From an optimization exercise on the open Yosys and OpenROAD flow, aimed at small area and a short achievable clock period; shortcuts taken in it are not production practice. The RTL was checked by simulation tests, not by an equivalence proof against the original design. Power and IR drop assume default switching activity.

## design/flow/run.sh

```bash
#!/bin/bash
# synth_recipe.tcl (not shown) runs the flow's synth.tcl, then flattens the netlist and writes it again
# the make line also repeats each setting of config.mk as NAME=value (left out here)
make -C /OpenROAD-flow-scripts/flow DESIGN_CONFIG=/design/flow/config.mk WORK_HOME=/design/flow/orfs CLKGATE_MAP_FILE= SYNTH_SCRIPT=/design/flow/synth_recipe.tcl finish
```

## design/flow/config.mk

```make
export PLATFORM = sky130hd
export DESIGN_NAME = dsconv_top
export DESIGN_NICKNAME = dsconv_top
export VERILOG_FILES = /design/flow/design.v
export SDC_FILE = /design/flow/constraint.sdc
export NUM_CORES = 4
export LEC_CHECK = 0
export CAP_MARGIN = 20
export CORE_MARGIN = 2
export CORE_UTILIZATION = 45
export SLEW_MARGIN = 20
```

## design/flow/constraint.sdc

```tcl
create_clock -name core_clock -period 110.0 [get_ports {clk}]
set_input_delay 22.0000 -clock core_clock [delete_from_list [all_inputs] [get_ports {clk}]]
set_output_delay 22.0000 -clock core_clock [all_outputs]
set_load 0.01 [all_outputs]
```

## design/flow/design.v

```verilog
module fetchStage2(clk, reset, rddata, rddataPosition, addr, go, nz, nzposition, valid, layer_done);
    input               clk, reset, go;
    input [31:0]        rddata, rddataPosition;
    output logic [31:0] nz, nzposition;
    output logic [15:0] addr;
    output logic        valid, layer_done;
    logic [13:0]        waddr;
    assign addr = {waddr, 2'b00};
    always_ff @(posedge clk) begin
        if (reset) begin
            waddr <= 0;
            layer_done <= 0;
            nz <= 0;
            nzposition <= 0;
            valid <= 0;
        end else if (!layer_done) begin
            if (go) begin
                nz <= rddata;
                nzposition <= rddataPosition;
                waddr <= waddr + 1'b1;
                valid <= 1;
                if (&rddataPosition) layer_done <= 1;
            end else
                valid <= 0;
        end
    end
endmodule
module depthconv2(clk, reset, new_weight, weight_addr, nz, nzposition, valid_in, datasize,
                  layer_done_in, layer_done_out, rdy, valid_out, outdata, outdataPosition);
    input               clk, reset, valid_in, layer_done_in;
    input [31:0]        new_weight, nz, nzposition;
    input [5:0]         datasize;
    output logic [11:0] weight_addr;
    output logic        rdy, valid_out, layer_done_out;
    output logic [31:0] outdata, outdataPosition;
    logic               load_weights;
    logic [4:0]         prev_inmap;
    logic [9:0]         waddr;
    logic [2:0]         count, prev_count;
    logic [3:0]         en;
    logic [31:0]        kv0, kv1, kv2, kv3;
    logic [5:0]         d;
    logic [6:0]         dp1;
    logic [5:0]         dm1;
    logic [11:0]        dm1d;
    assign weight_addr = {waddr, 2'b00};
    wire [4:0] inmap = nzposition[31:27];
    wire [26:0] pos = nzposition[26:0];
    logic [11:0] r5, r4, r3, r2, r1, r0;
    always_comb begin
        r5 = pos[11:0];
        r4 = (r5 >= {d, 5'b0}) ? r5 - {d, 5'b0} : r5;
        r3 = (r4 >= {1'b0, d, 4'b0}) ? r4 - {1'b0, d, 4'b0} : r4;
        r2 = (r3 >= {2'b0, d, 3'b0}) ? r3 - {2'b0, d, 3'b0} : r3;
        r1 = (r2 >= {3'b0, d, 2'b0}) ? r2 - {3'b0, d, 2'b0} : r2;
        r0 = (r1 >= {4'b0, d, 1'b0}) ? r1 - {4'b0, d, 1'b0} : r1;
    end
    wire [6:0] col = (r0[6:0] >= {1'b0, d}) ? r0[6:0] - {1'b0, d} : r0[6:0];
    wire colfirst = (col == 0);
    wire collast = (col == {1'b0, dm1});
    wire hi = |pos[26:12];
    wire top = !hi & (pos[11:0] < dm1d);
    wire bot = hi | (pos[11:0] >= {6'b0, d});
    wire [3:0] fl = {!colfirst & bot, !collast & bot, !colfirst & top, !collast & top} & en;
    wire s0 = fl[0];
    wire s1 = fl[1] & !fl[0];
    wire s2 = fl[2] & !fl[1] & !fl[0];
    wire s3 = fl[3] & !fl[2] & !fl[1] & !fl[0];
    wire calculations = valid_in | (|fl);
    assign valid_out = calculations;
    assign rdy = !((prev_inmap != inmap) | load_weights | calculations);
    wire [31:0] k = ({32{s0}} & kv0) | ({32{s1}} & kv1) | ({32{s2}} & kv2) | ({32{s3}} & kv3);
    wire [6:0] newposition = ({7{s1}} & 7'd1) | ({7{s2}} & {1'b0, d}) | ({7{s3}} & dp1);
    assign outdataPosition = {5'b0, pos} - {25'b0, newposition};
    bmul m0(.a(nz), .b(k), .p(outdata));
    always_ff @(posedge clk) begin
        if (reset) begin
            en <= 4'hF;
            load_weights <= 1;
            prev_inmap <= 0;
            waddr <= 0;
            prev_count <= 0;
            count <= 0;
            layer_done_out <= 0;
        end else if (!layer_done_in) begin
            prev_count <= count;
            prev_inmap <= inmap;
            if ((prev_inmap != inmap) & !load_weights) begin
                load_weights <= 1;
                waddr <= {3'b0, inmap, 2'b00};
                count <= 0;
            end
            if (load_weights) begin
                waddr <= waddr + 1'b1;
                count <= count + 1'b1;
                if (count >= 3) load_weights <= 0;
            end
            if (calculations & !load_weights) begin
                if (s0) en[0] <= 0;
                else if (s1) en[1] <= 0;
                else if (s2) en[2] <= 0;
                else if (s3) en[3] <= 0;
            end else
                en <= 4'hF;
        end else
            layer_done_out <= 1;
    end
    always_ff @(posedge clk) begin
        if (prev_count == 3'd0) kv0 <= new_weight;
        if (prev_count == 3'd1) kv1 <= new_weight;
        if (prev_count == 3'd2) kv2 <= new_weight;
        if (prev_count == 3'd3) kv3 <= new_weight;
    end
    always_ff @(posedge clk) begin
        d <= datasize;
        dp1 <= {1'b0, d} + 1'b1;
        dm1 <= d - 1'b1;
        dm1d <= ({6'b0, d} - 1'b1) * {6'b0, d};
    end
endmodule
module pointconv2(clk, reset, new_weight, weight_addr, numOfOutmaps, valid_in, indata,
                  indataPosition, inmap_in, layer_done_in, layer_done_out, rdy, valid_out,
                  outposition, outdata);
    input               clk, reset, valid_in, layer_done_in;
    input [31:0]        new_weight, indata, indataPosition;
    input [6:0]         numOfOutmaps;
    input [4:0]         inmap_in;
    output logic [11:0] weight_addr;
    output logic        rdy, valid_out, layer_done_out;
    output logic [31:0] outposition;
    output logic [7:0][31:0] outdata;
    logic               load_weights;
    logic [4:0]         prev_inmap;
    logic [9:0]         waddr;
    logic [6:0]         count, prev_count, nmaps;
    logic [7:0][31:0]   f;
    assign weight_addr = {waddr, 2'b00};
    assign rdy = !((prev_inmap != inmap_in) | load_weights);
    wire take = valid_in & !load_weights & (prev_inmap == inmap_in);
    always_ff @(posedge clk) begin
        if (reset) begin
            load_weights <= 1;
            prev_inmap <= 0;
            waddr <= 0;
            valid_out <= 0;
            prev_count <= 0;
            count <= 0;
            layer_done_out <= 0;
        end else if (!layer_done_in) begin
            prev_count <= count;
            prev_inmap <= inmap_in;
            if ((prev_inmap != inmap_in) & !load_weights) begin
                load_weights <= 1;
                waddr <= inmap_in * nmaps;
                count <= 0;
            end
            if (load_weights) begin
                waddr <= waddr + 1'b1;
                count <= count + 1'b1;
                if (!(count < nmaps - 1)) load_weights <= 0;
            end
            valid_out <= take;
        end else
            layer_done_out <= 1;
    end
    logic [7:0][31:0]   prod;
    for (genvar i = 0; i < 8; i++) begin : g_mul
        bmul m(.a(f[i]), .b(indata), .p(prod[i]));
    end
    always_ff @(posedge clk) begin
        outposition <= indataPosition;
        outdata <= prod;
    end
    always_ff @(posedge clk) begin
        for (int i = 0; i < 8; i++)
            if (prev_count == i) f[i] <= new_weight;
        nmaps <= numOfOutmaps;
    end
endmodule
module dsconv_top(clk, reset, datasize, numOfOutmaps,
                  rddataF, rddataAddrF, addrF,
                  rddataweightD, addrweightD,
                  rddataweightP, addrweightP,
                  validP, outaddrP, outdataP, layer_doneP);
    input               clk, reset;
    input [5:0]         datasize;
    input [6:0]         numOfOutmaps;
    input [31:0]        rddataF, rddataAddrF, rddataweightD, rddataweightP;
    output logic [15:0] addrF;
    output logic [11:0] addrweightD, addrweightP;
    output logic        validP, layer_doneP;
    output logic [31:0] outaddrP;
    output logic [255:0] outdataP;
    logic               rdyD, rdyP, layer_doneF, layer_doneD, validF, validD;
    logic [31:0]        nzFD, nzpositionFD, outdataD, outdataAddrD;
    logic [7:0][31:0]   outdataP_w;
    fetchStage2 f0(.clk(clk), .reset(reset), .rddata(rddataF), .rddataPosition(rddataAddrF),
        .addr(addrF), .go(rdyD & rdyP), .nz(nzFD), .nzposition(nzpositionFD), .valid(validF),
        .layer_done(layer_doneF));
    depthconv2 d0(.clk(clk), .reset(reset), .new_weight(rddataweightD), .weight_addr(addrweightD),
        .nz(nzFD), .nzposition(nzpositionFD), .valid_in(validF), .datasize(datasize),
        .layer_done_in(layer_doneF), .layer_done_out(layer_doneD), .rdy(rdyD),
        .valid_out(validD), .outdata(outdataD), .outdataPosition(outdataAddrD));
    pointconv2 p0(.clk(clk), .reset(reset), .new_weight(rddataweightP), .weight_addr(addrweightP),
        .numOfOutmaps(numOfOutmaps), .valid_in(validD), .indata(outdataD),
        .indataPosition(outdataAddrD), .inmap_in(nzpositionFD[31:27]),
        .layer_done_in(layer_doneD), .layer_done_out(layer_doneP), .rdy(rdyP),
        .valid_out(validP), .outposition(outaddrP), .outdata(outdataP_w));
    assign outdataP = outdataP_w;
endmodule
module bmul(input [31:0] a, input [31:0] b, output [31:0] p);
    logic [15:0][31:0] rows;
    logic [31:0]       negs;
    logic [32:0]       bb;
    always_comb begin
        negs = 0;
        bb = {b, 1'b0};
        for (int j = 0; j < 16; j++) begin
            logic a2, a1, a0, one, two, neg;
            a2 = a[2*j+1]; a1 = a[2*j]; a0 = (j == 0) ? 1'b0 : a[2*j-1];
            one = a1 ^ a0;
            two = (a2 & !a1 & !a0) | (!a2 & a1 & a0);
            neg = a2 & !(a1 & a0);
            rows[j] = 0;
            for (int i = 2*j; i < 32; i++)
                rows[j][i] = ((one & bb[i-2*j+1]) | (two & bb[i-2*j])) ^ neg;
            negs[2*j] = neg;
        end
    end
    assign p = rows[0] + rows[1] + rows[2] + rows[3] + rows[4] + rows[5] + rows[6] + rows[7] +
               rows[8] + rows[9] + rows[10] + rows[11] + rows[12] + rows[13] + rows[14] + rows[15] + negs;
endmodule
```

==> metrics.md <==
| Metric | Value |
|---|---|
| Postcts setup bufs | `0` |
| Initial antenna violation count | `44` |
| Ys Warns | `4` |
| Clock Skew | `137.6 ps` |
| Post-route cell area | `0.1529 mm2` |
| Comb pwr share | `0.750` |
| # H-tree levels | `3` |
| Min cycle time layout | `33650 ps` |
| Int Pwr | `1.775 mW` |
| Worst slew pin tran | `1241 ps` |
| CP Data Arrival Time | `34420 ps` |
| Vias in the first global route | `111100` |
| Die Wd | `561.8 um` |
| Flop2flop setup slack | `76350 ps` |
| R2R cell count | `121` |
| Worst slew margin | `0.1699` |
| Commonest non-fill, non-tap cells in the layout | `a22oi_1, xnor2_1, fa_1` |
| WHS Endpoint | `d0.en[3]` |
| Max FO, Critical Path | `24` |
| Worst path slowest cell | `xor2_2` |
| Reg-to-reg startpoint | `d0.d[1]` |
| RSZ-0062 raised after global routing | `false` |
| Row cnt | `204` |
| Post-synthesis cell count | `14800` |
| Cts repair resizes | `0` |
| Worst-Skew Late Latency | `910 ps` |
| Hpwl dp | `324000 um` |
| Buf/Inv on CP | `5` |
| Routed vias/inst | `5.882` |
| Min Hold Slack | `441.5 ps` |
| CTS tree | `yes` |
| Largest net degree at the start of global routing | `104` |
| Startpoint Class | `flip-flop` |
| Synthesis-stage register bit count | `843` |
| RR Endpoint | `p0.outdata[31]` |
| Type of the worst setup path | `reg -> reg` |
| Hold WC Path Type | `reg -> reg` |
| Clk pwr share | `0.115` |
| CTS Buf Count | `110` |
| CP top delay family | `compound AO/OA/AOI/OAI gates` |
| Root Driver | `clkbuf_16` |
| Initial DRC count | `10660` |
| Nets | `17570` |
| Most common cell after layout, fill and taps aside | `a22oi_1` |
| Avg Cell Area, Syn | `9.463 um2` |
| Fin crit share | `0.3059` |
| DRT Wirelength | `457000 um` |
| Slowest stage delay, CP | `870 ps` |
| # DRC | `0` |
| Total vias in the final route | `110400` |
| Ys flop type | `dfxtp_1` |
| Lkg Pwr | `59.09 nW` |
| Core ar. | `0.3091 mm2` |
| Total of max-cap violations | `0` |
| WL per Instance | `24.35 um` |
| Hold Buf Count CTS | `0` |
| Sequential area share after synthesis | `0.1480` |
| Drt pass-1 iters | `8` |
| P_sw | `1.574 mW` |
| Clk sink count | `843` |
| First-pass GRT wire length | `699900 um` |
| Area after DPL | `0.1489 mm2` |
| Total negative slack | `0 ps` |
| GP Congestion | `0.9177` |
| Setup crit end kind | `flip-flop` |
| CTS max path bufs | `4` |
| Setup Viol. Count Final | `0` |
| Seq pwr share | `0.135` |
| CP dominant cell by count | `xnor2_1` |
| Tot GR Track Use | `0.2877` |
| CP required | `110770 ps` |
| Die area | `0.3156 mm2` |
| Maximum vdd drop | `0.08820 mV` |
| Hold path depth | `2` |
| Net Sw Frac | `0.4700` |
| Starting Density | `0.4530` |
| Gr ovfl total | `0` |
| Die height | `561.8 um` |
| Synthesis-to-finish area growth | `9.164%` |
| I/O Pins | `473` |
| Share of post-route cells with drive strength above 1 | `0.05820` |
| Max Slew Vio Count | `0` |
| Power per cell area | `21.91 mW/mm2` |
| Final hold violations | `0` |
| Post-Syn Area | `0.1400 mm2` |
| Min-delay src | `d0.en[3]` |
| Post-synth EDFFs | `384` |
| Run status | `no timing/DRC/antenna violations` |
| Peak Freq | `0.02972 GHz` |
| Port Buffers | `466` |
| Post-synth cell types | `97` |
| Clock slew at reported path FFs | `60 ps` |
| Fraction of registers with async set/reset | `0` |
| DRT antenna net count | `0` |
## layout make-up
class,instances,area [um2]
fillers,28900,156300
clock buffers,138,3012
repair buffers,885,7933
flip-flops and latches,843,20720
inverters,1625,6100
diodes,59,147.6
well taps,4120,5155
multi-input cells,11030,109000
clock inverters,63,758.2
## worst min-delay path, delay by kind of cell, from the launching register on
family	cells	cell delay, ps
AND/OR/NAND/NOR	2	90
flip-flops	1	310
## logic make-up after synthesis
group           Yosys count  synth area share
flops                   843            0.1480
buf+inv                2928           0.07919
compound gates         3445            0.1734
simple gates           1754           0.05754
fa+ha+maj              2927            0.3586
mux                     133          0.009838
other cells               2        0.00005363
xor+xnor               2765            0.1734
## power groups by stage
stage               combinational [mW]  clock (mW)  sequential [mW]
floorplan                         1.80           0            0.464
global placement                  2.52           0            0.458
detailed placement                2.52           0            0.457
CTS                               2.55       0.395            0.452
global route                      2.81       0.405            0.456
finish                            2.51       0.385            0.451
## synth_stat cells (152+ instances only)
library cell,count,share of area
buf_1,250,0.0067
clkbuf_1,1019,0.027
a22oi_1,2032,0.11
nor2_1,342,0.0092
nand2_1,825,0.022
dfxtp_1,459,0.066
nand2b_1,152,0.0068
xnor2_1,1922,0.12
o211ai_1,155,0.0083
fa_1,1810,0.26
xor2_1,838,0.052
o21ai_0,294,0.011
a21oi_1,394,0.014
ha_1,1117,0.10
inv_1,1610,0.043
edfxtp_1,384,0.082
## flip-flops by register name, indices dropped and copies added, names as in the netlist, 5 cells and up
register,flops
d0.dm1d,11
d0.dp1,7
d0.d,6
d0.kv0,32
p0.outposition,28
d0.kv3,32
p0.nmaps,7
d0.dm1,5
p0.outdata,256
f0.nzposition,32
p0.waddr,10
d0.kv1,32
d0.prev_inmap,5
p0.count,7
p0.prev_inmap,5
f0.waddr,14
d0.waddr,10
p0.prev_count,7
f0.nz,32
p0.f,256
d0.kv2,32
## metal layers
metal / global-route usage / routed length, um / share of wire / vias to the layer above
li1: - / - / - / 49100
met5: 0 / 184 / 0.00040 / -
met3: 0.07344 / 47790 / 0.10 / 883
met4: 0.1122 / 18050 / 0.040 / 20
met2: 0.4509 / 206700 / 0.45 / 5539
met1: 0.3798 / 184300 / 0.40 / 54840
## stage by stage
stage,std cells,worst slack (ps),util,power (mW)
after floorplan,14810,82000,-,2.266
after global placement,18510,76930,0.4818,2.978
after detailed placement,18510,76550,0.4818,2.982
after CTS,18710,76410,0.4940,3.398
after global routing,18730,73680,0.4942,3.667
final,18770,76350,0.4945,3.349
## worst max-delay path by stage
stage                           to    start  depth (start not counted)  slack [ps]
detailed placement  p0.outdata[31]  d0.d[1]                        119       76550
CTS                 p0.outdata[31]  d0.d[1]                        121       76410
global placement    p0.outdata[31]  d0.d[1]                        120       76930
floorplan           p0.outdata[31]  d0.d[4]                        124       82000
global route        p0.outdata[31]  d0.d[1]                        117       73680
finish              p0.outdata[31]  d0.d[1]                        121       76350

[static timing again, ports no longer ideal]
No port has a modelled driver above. Below, the same layout with a new extraction and two added sets of constraints. Step 1, drivers: a clkbuf_16 drives clk and a buf_2 each remaining input, both assumed. Step 2 moves the port delays by t, midway between the first and last clock arrival at a register: inputs arrive t later, outputs are due t later. That takes back most of the time a late clock gives input paths. a / b / c = no drivers / after step 1 / after step 2; a / b = the first two.
shift t [ns]: 0.956
setup WS [ns]: 76.354 / 76.354 / 76.354
hold slack, ns: 0.442 / 0.442 / 0.442
worst slew at a driven data input, ns: 0.26
pins driven straight from the clock port: 1
After both steps this run still meets setup and hold. The setup slack of this run moves by 0.000 ns with the drivers and by 0.000 ns with both steps.
